This is an optimization exercise on Yosys and OpenROAD, whose aim is small area, a short achievable clock period and few clock cycles per item, not a production implementation. Only simulation tests tie the RTL to the original design; equivalence was not proved.

== oak ==
Design conv_1d, start of the top module:
module conv_1d #(
    parameter DATA_WIDTH  = 8,
    parameter KERNEL_SIZE = 16
) (
    input logic clk,
    input logic arst_n,
    input  logic [DATA_WIDTH-1:0] signal_data,
    input  logic                  signal_vld,
    input  logic                  signal_last,
    output logic                  signal_rdy,
    input  logic [KERNEL_SIZE*DATA_WIDTH-1:0] kernel,
    output logic [DATA_WIDTH*2+$clog2(KERNEL_SIZE)-1:0] result_data,
    output logic                    result_vld,
    output logic                    result_last,
    input  logic                    result_rdy
);
  logic [7:0] hist [16];
  always_ff @(posedge clk or negedge arst_n) begin
    if (!arst_n) begin
      for (int i = 0; i < 16; i++) hist[i] <= '0;
    end else if (signal_vld) begin
      for (int i = 0; i < 15; i++) hist[i] <= hist[i+1];
      hist[15] <= signal_data;
    end
  end
  logic [4:0] vld_p, last_p;
  always_ff @(posedge clk or negedge arst_n) begin
    if (!arst_n) begin
      vld_p  <= '0;
      last_p <= '0;
    end else begin
      vld_p  <= {vld_p[3:0], signal_vld};
      last_p <= {last_p[3:0], signal_vld & signal_last};
    end
  end
  logic [19:0] rowa, rowb, res_q;
  logic p1;
  logic p2;
  logic p3;
  logic p4;
  logic p5;
  logic p6;
  logic p7;
  logic p8;
  logic p9;
  logic p10;
  logic p11;
  logic p12;
  logic p13;
  logic p14;
  logic p15;
  logic p16;
  logic p17;
  logic p18;
  logic p19;
  logic p20;
  logic p21;
  logic p22;
  logic p23;
  logic p24;
  logic p25;
  logic p26;
  logic p27;
  logic p28;
  logic p29;
  logic p30;
  logic p31;
  logic p32;
  logic p33;
  logic p34;
  logic p35;
  logic p36;
  logic p37;
  logic p38;
  logic p39;
  logic p40;
  logic p41;
  logic p42;
  logic p43;
  logic p44;
  logic p45;
  logic p46;
  logic p47;
  logic p48;
  logic p49;
  logic p50;
  logic p51;
  logic p52;
  logic p53;
  logic p54;
  ...
For scale: about 3,200 cells after synthesis, about 590 flip-flops, about 160 I/O pins, roughly 40,000 µm² of cells after synthesis.
clock: 6.0 ns
lec_check: 0
cap_margin: 20
core_margin: 2
core_utilization: 40
setup_slack_margin: 3.6
slew_margin: 20
synth_hierarchical: 1
tns_end_percent: 10
standard.sh (not shown) runs the stock make flow with config.mk's settings and CLKGATE_MAP_FILE= SYNTH_SCRIPT=/design/flow/synth_recipe.tcl, a recipe that flattens the netlist after the stock synthesis.
==> flow/flow/run.sh <==
#!/bin/bash
# The standard layout, with two changes: ports are buffered with plain
# buffers (buf_2, which the resizer may then size) instead of delay cells,
# and clock tree synthesis inserts no dummy loads.
set -euo pipefail
export BUFFER_PORTS_ARGS="-buffer_cell sky130_fd_sc_hd__buf_2"
export CTS_ARGS="-sink_clustering_enable -repair_clock_nets -dont_use_dummy_load -sink_clustering_size 25 -sink_clustering_max_diameter 80"
bash standard.sh > standard.log 2>&1
Testbench counts of oak, summed over its fixed seeds: cycles 16,040, items 16,000.
For pine, these inputs were changed with respect to oak:
# oak
export LEC_CHECK = 0
export CAP_MARGIN = 20
export CORE_MARGIN = 2
export CORE_UTILIZATION = 40
export SETUP_SLACK_MARGIN = 3.6
export SLEW_MARGIN = 20
export SYNTH_HIERARCHICAL = 1
export TNS_END_PERCENT = 10
create_clock -name core_clock -period 6.0 [get_ports {clk}]
# pine
export LEC_CHECK = 0
export CAP_MARGIN = 20
export CORE_MARGIN = 2
export CORE_UTILIZATION = 40
export PLACE_DENSITY = 0.7
export SETUP_SLACK_MARGIN = 3.4
export SLEW_MARGIN = 20
export SYNTH_HIERARCHICAL = 1
create_clock -name core_clock -period 6.0 [get_ports {clk}]
## What came out
Relative to oak, share of post-route cells with drive strength above 1 has increased by 4.7 points in pine. Buffering overhead (higher): oak. Maximum achievable frequency in pine vs oak: down about 2.3%. Going from oak to pine, the final clock period utilization by the worst path was found to have gone up by 1.0 points. Against oak, the final cell area of pine is lower.
[inputs] birch vs pine
# pine
export LEC_CHECK = 0
export CAP_MARGIN = 20
export CORE_MARGIN = 2
export CORE_UTILIZATION = 40
export PLACE_DENSITY = 0.7
export SETUP_SLACK_MARGIN = 3.4
export SLEW_MARGIN = 20
export SYNTH_HIERARCHICAL = 1
create_clock -name core_clock -period 6.0 [get_ports {clk}]
# birch
export LEC_CHECK = 0
export CAP_MARGIN = 20
export CORE_MARGIN = 2
export CORE_UTILIZATION = 40
export CTS_BUF_LIST = sky130_fd_sc_hd__clkbuf_4 sky130_fd_sc_hd__clkbuf_8
export CTS_CLUSTER_SIZE = 24
export SETUP_SLACK_MARGIN = 3.4
export SLEW_MARGIN = 20
export SYNTH_HIERARCHICAL = 1
create_clock -name core_clock -period 6.0 [get_ports {clk}]
==> flow/run.sh (new file) <==
#!/bin/bash
# synth_recipe.tcl (not shown) runs the flow's synth.tcl, then flattens the netlist and writes it again
# the make line also repeats each setting of config.mk as NAME=value (left out here)
make -C /OpenROAD-flow-scripts/flow DESIGN_CONFIG=/design/flow/config.mk WORK_HOME=/design/flow/orfs CLKGATE_MAP_FILE= SYNTH_SCRIPT=/design/flow/synth_recipe.tcl finish
removed: flow/flow/run.sh
removed: flow/standard.sh
==> comparison <==
birch was carried through to the last stage, and its layout satisfied the timing, DRC and antenna checks.
Per the comparison of birch with pine, routed length on met2 moved up, total routed wire length on the met1 layer moved up, final worst-path setup slack moved up, number of levels in the clock H-tree moved up.
--- input diff birch..maple ---
# birch
export LEC_CHECK = 0
export CAP_MARGIN = 20
export CORE_MARGIN = 2
export CORE_UTILIZATION = 40
export CTS_BUF_LIST = sky130_fd_sc_hd__clkbuf_4 sky130_fd_sc_hd__clkbuf_8
export CTS_CLUSTER_SIZE = 24
export SETUP_SLACK_MARGIN = 3.4
export SLEW_MARGIN = 20
export SYNTH_HIERARCHICAL = 1
create_clock -name core_clock -period 6.0 [get_ports {clk}]
# maple
export LEC_CHECK = 0
export CAP_MARGIN = 20
export CORE_MARGIN = 2
export CORE_UTILIZATION = 40
export SETUP_SLACK_MARGIN = 3.4
export SLEW_MARGIN = 20
export SYNTH_HIERARCHICAL = 1
create_clock -name core_clock -period 6.0 [get_ports {clk}]
==> comparison <==
From birch to maple the numbers moved as follows: fmax grew by 0.0015 GHz, wire length after detailed routing held steady, number of gates resized after CTS grew by 46%.
Global-route wire length before repair essentially unchanged between birch and maple.
maple ends up with lower number of clock buffers in the layout than birch does.
maple reports its worst setup path endpoint as r1_q[89]$_DFF_P_ while birch reports r1_q[90]$_DFF_P_.
Taking birch as the reference, in maple final net count down 33, non-clock buffer count up about 1.2%, count of unresolved DRC violations after routing flat, clock skew down 0.022 ns.
Setup changes, maple to cedar
# maple
export LEC_CHECK = 0
export CAP_MARGIN = 20
export CORE_MARGIN = 2
export CORE_UTILIZATION = 40
export SETUP_SLACK_MARGIN = 3.4
export SLEW_MARGIN = 20
export SYNTH_HIERARCHICAL = 1
create_clock -name core_clock -period 6.0 [get_ports {clk}]
# cedar
export LEC_CHECK = 0
export CAP_MARGIN = 20
export CORE_MARGIN = 2
export CORE_UTILIZATION = 40
export SETUP_SLACK_MARGIN = 3.8
export SLEW_MARGIN = 20
export SYNTH_HIERARCHICAL = 1
create_clock -name core_clock -period 6.0 [get_ports {clk}]
Findings:
- Diff cedar..maple | count of final setup violators | unchanged
- CTS H-tree depth: cedar vs maple — no meaningful difference
- [cedar] highest clock rate rose 0.0054 GHz relative to maple
- Between maple and cedar, area added between synthesis and finish is lower for maple, cedar comes in above that.
- Looking only at fraction of area in multi-input gates, and setting everything else aside, the lower value of maple and cedar goes to cedar.
- cedar vs. maple: total area of multi-input combinational cells climbed about 12%, wire length of the first global-routing pass climbed 0.99%, pin count of the biggest net entering global routing climbed 3.

## static timing again, ports no longer ideal
The results above use ideal ports. As a check the final layouts listed here were re-extracted and re-timed, cells and wires unchanged.
Step 1 (the two cells are an assumption about what drives the block):
set clk [get_ports {clk}]
set_driving_cell -lib_cell sky130_fd_sc_hd__clkbuf_16 $clk
set_driving_cell -lib_cell sky130_fd_sc_hd__buf_2 [delete_from_list [all_inputs] $clk]
Step 2 moves the port delays by t, midway between the first and last clock arrival at a register: inputs arrive t later, outputs are due t later. That takes back most of the time a late clock gives input paths.
Three values: no drivers, after step 1, after step 2; two values: the first two.
run | t, ns | setup slack, ns | hold WS [ns] | worst setup path at the end | latest minus earliest clock arrival (ns)
oak | 0.658 | 3.376 / 3.334 / 2.676 | 0.329 / 0.329 / 0.329 | input to register | 0.056 / 0.056
pine | 0.651 | 3.316 / 3.337 / 2.686 | 0.331 / 0.331 / 0.331 | input to register | 0.055 / 0.055
birch | 0.821 | 3.343 / 3.364 / 2.543 | 0.326 / 0.326 / 0.326 | input to register | 0.046 / 0.046
maple | 0.694 | 3.354 / 3.347 / 2.653 | 0.320 / 0.320 / 0.320 | input to register | 0.027 / 0.027
cedar | 0.695 | 3.391 / 3.390 / 2.696 | 0.322 / 0.322 / 0.322 | input to register | 0.032 / 0.033
After both steps setup and hold are still met in every run listed. For birch, which loses most, drivers alone change the setup slack by +0.021 ns; drivers and shift together by -0.800 ns.
